This is an optimization exercise on Yosys and OpenROAD, whose aim is a short achievable clock period and few clock cycles, not a production implementation.
At most, simulation tests tie the RTL to the original design; equivalence was not proved.
The clock port is modelled as an ideal driver; clocking choices that lean on that would not hold on a real chip.
No activity file was given, so power comes from the tool's default toggle rates.

Setup of trial 77:
## ARMLEG
module ARMLEG (
	input CLOCK,
	input RESET,
	output [63:0] imem_addr,
	input [31:0] imem_data,
	output [63:0] dmem_addr,
	output [63:0] dmem_wdata,
	output dmem_we,
	output dmem_re,
	input [63:0] dmem_rdata
);
==> flow/config.mk <==
export PLATFORM = sky130hd
export DESIGN_NAME = ARMLEG
export DESIGN_NICKNAME = ARMLEG
export VERILOG_FILES = /design/flow/design.v
export SDC_FILE = /design/flow/constraint.sdc
export NUM_CORES = 8
export LEC_CHECK = 0
export CAP_MARGIN = 50
export CORE_MARGIN = 2
export CORE_UTILIZATION = 30
export GPL_TIMING_DRIVEN = 1
export SETUP_SLACK_MARGIN = 5
export SLEW_MARGIN = 20
export SYNTH_HIERARCHICAL = 1
==> flow/constraint.sdc <==
create_clock -name core_clock -period 8.0 [get_ports {CLOCK}]
set_input_delay 1.6000 -clock core_clock [delete_from_list [all_inputs] [get_ports {CLOCK}]]
set_output_delay 1.6000 -clock core_clock [all_outputs]
set_load 0.01 [all_outputs]
standard.sh (not shown) runs the stock make flow with config.mk's settings and CLKGATE_MAP_FILE= SYNTH_SCRIPT=/design/flow/synth_recipe.tcl, a recipe that flattens the netlist after the stock synthesis.
==> flow/flow/run.sh <==
#!/bin/bash
# Layout flow: the standard synthesis, unchanged, then the standard ORFS
# steps with these settings changed:
#  - ports are buffered with a plain buffer (by default the port buffering
#    picks a delay cell, which the footprint-bound sizing then mostly keeps);
#  - the resizer may swap a cell for one of the same function with another
#    footprint;
#  - CTS ends with a second timing repair pass (flow/extra_repair.tcl).
# Each step's output is kept in a log of its own here.
set -euo pipefail
bash standard.sh synth > synth.log 2>&1
bash standard.sh "BUFFER_PORTS_ARGS=-buffer_cell sky130_fd_sc_hd__buf_6" MATCH_CELL_FOOTPRINT=0 \
	"POST_CTS_TCL=$PWD/flow/extra_repair.tcl" finish > layout.log 2>&1
==> flow/flow/extra_repair.tcl <==
# A second timing repair pass at the end of CTS (the first one, ORFS's own,
# often stops with paths it could still improve), then legalize again.
estimate_parasitics -placement
repair_timing_helper
set result [catch { detailed_placement } msg]
if { $result != 0 } {
  error "Detailed placement failed after the extra repair: $msg"
}
check_placement -verbose
estimate_parasitics -placement
report_worst_slack -max
Relative to trial 77, the following input files were edited for trial 82:
-- flow/design.v --
<<< trial 77, line 308
	output [63:0] q
);
	wire [4:0] seln;
	genvar i, k;
	generate
		for (i = 0; i < 5; i = i + 1) begin : t1
			Inv c (sel[i], seln[i]);
		end
		for (k = 0; k < 8; k = k + 1) begin : s
			wire [4:0] sk;
			for (i = 0; i < 5; i = i + 1) begin : t2
				Inv c (seln[i], sk[i]);
			end
			wire [31*8-1:0] slice;
			for (i = 0; i < 31; i = i + 1) begin : r
				assign slice[i*8 +: 8] = regs[i*64 + k*8 +: 8];
			end
			RegisterMux m (.regs(slice), .sel(sk), .q(q[k*8 +: 8]));
		end
	endgenerate
endmodule
module RegisterMux (
	input [31*8-1:0] regs,
	input [4:0] sel,
	output [7:0] q
);
	wire [7:0] e [0:31];
	genvar i;
	generate
		for (i = 0; i < 31; i = i + 1) begin : ent
			assign e[i] = regs[i*8 +: 8];
		end
	endgenerate
	assign e[31] = 8'b0;
	wire [7:0] m1 [0:7];
	wire [7:0] m2 [0:1];
	generate
		for (i = 0; i < 8; i = i + 1) begin : l1
>>> trial 82, line 308
	output [63:0] q
);
	wire [63:0] e [0:31];
	genvar i;
	generate
		for (i = 0; i < 31; i = i + 1) begin : ent
			assign e[i] = regs[i*64 +: 64];
		end
	endgenerate
	assign e[31] = 64'b0;
	wire [63:0] m1 [0:7];
	wire [63:0] m2 [0:1];
	generate
		for (i = 0; i < 8; i = i + 1) begin : l1
<<< trial 77, line 389
module Nor2 (input a, input b, output y);
	assign y = ~(a | b);
endmodule
module Inv (input a, output y);
	assign y = ~a;
endmodule
module SignExtend (
>>> trial 82, line 365
module Nor2 (input a, input b, output y);
	assign y = ~(a | b);
endmodule
module SignExtend (
<<< trial 77, line 464
	wire [63:0] x_andv = x_a & x_bi;
	wire [63:0] x_orv = x_a | x_bi;
	wire [63:0] x_out, x_out2;
	ForwardingUnitALUMuxB mux_x (.e0s(x_isLD), .e0(dmem_rdata), .e1s(x_and), .e1(x_andv), .e2s(x_orr), .e2(x_orv),
		.e3s(1'b0), .e3(64'b0), .l0s(x_add), .l0(x_sum), .l1s(1'b0), .l1(64'b0), .y(x_out));
	ForwardingUnitALUMuxB mux_x2 (.e0s(x_isLD), .e0(dmem_rdata), .e1s(x_and), .e1(x_andv), .e2s(x_orr), .e2(x_orv),
		.e3s(1'b0), .e3(64'b0), .l0s(x_add), .l0(x_sum), .l1s(1'b0), .l1(64'b0), .y(x_out2));
	wire x_zalu, rdata_nz;
	ALUControl zt_alu (.a(x_a), .b(x_bi), .cin(x_sub), .add(x_add), .and_(x_and), .orr(x_orr), .z(x_zalu));
>>> trial 82, line 437
	wire [63:0] x_andv = x_a & x_bi;
	wire [63:0] x_orv = x_a | x_bi;
	wire [63:0] x_out;
	ForwardingUnitALUMuxB mux_x (.e0s(x_isLD), .e0(dmem_rdata), .e1s(x_and), .e1(x_andv), .e2s(x_orr), .e2(x_orv),
		.e3s(1'b0), .e3(64'b0), .l0s(x_add), .l0(x_sum), .l1s(1'b0), .l1(64'b0), .y(x_out));
	wire x_zalu, rdata_nz;
	ALUControl zt_alu (.a(x_a), .b(x_bi), .cin(x_sub), .add(x_add), .and_(x_and), .orr(x_orr), .z(x_zalu));
<<< trial 77, line 478
	assign dmem_we = x_we;
	assign dmem_re = x_re;
	MEMWB w_copy (.CLOCK(CLOCK), .d(x_out2), .q(w_data));
	wire [63:0] va, vb;
	ForwardingUnitALUMuxA mux_a (.s0(d_wa), .d0(w_res), .s1(d_w2a), .d1(w2_res), .s2(d_ra), .d2(d_vn), .y(va));
>>> trial 82, line 449
	assign dmem_we = x_we;
	assign dmem_re = x_re;
	MEMWB w_copy (.CLOCK(CLOCK), .d(x_out), .q(w_data));
	wire [63:0] va, vb;
	ForwardingUnitALUMuxA mux_a (.s0(d_wa), .d0(w_res), .s1(d_w2a), .d1(w2_res), .s2(d_ra), .d2(d_vn), .y(va));
Notes after the runs:
- Trial 82 completed; timing, DRC and antenna clean
- Against trial 77, trial 82 comes in 2.46 ns lower on required time of the worst setup path.
- From trial 77 to trial 82 the numbers moved as follows: count of clock-net buffers in the final layout now sits lower, wire length of the first global-routing pass now sits higher, total internal power now sits lower, aggregate global-route resource usage increased 1.2 points.
- The minimum hold slack of trial 82 exceeds that of trial 77 by 0.0055 ns.
- In the reports for trial 82 and trial 77, the smaller total of plain and repair buffers excluding clock buffers belongs to trial 77.
- Critical path depth in cells in trial 82 is 14 below trial 77.
Testbench counts of trial 82, summed over its fixed seeds: cycles 121,605.
Only the layout flow was run in trial 77; the RTL was not checked for function there.

[re-timing with driven ports]
How much do the figures lean on ideal ports? The routed layouts below were timed once more, with nothing changed but the port constraints.
Step 1 (the two cells are an assumption about what drives the block):
set clk [get_ports {CLOCK}]
set_driving_cell -lib_cell sky130_fd_sc_hd__clkbuf_16 $clk
set_driving_cell -lib_cell sky130_fd_sc_hd__buf_2 [delete_from_list [all_inputs] $clk]
Step 2 adds t to the input delays and takes it off the output delays; t is the mean of the earliest and latest rising clock arrival at the registers after step 1. Input paths then give back, and output paths get back, about the clock's delay inside the block.
a / b / c = no drivers / after step 1 / after step 2; a / b = the first two.
run	shift t [ns]	setup slack, ns	worst hold slack (ns)	latest minus earliest clock arrival (ns)
trial 77	1.101	4.839 / 4.732 / 3.838	0.342 / 0.342 / 0.342	0.100 / 0.101
trial 82	1.066	4.857 / 4.725 / 3.685	0.348 / 0.348 / 0.348	0.068 / 0.067
After both steps setup and hold are still met in every run listed. For trial 82, which loses most, drivers alone change the setup slack by -0.132 ns; drivers and shift together by -1.172 ns.
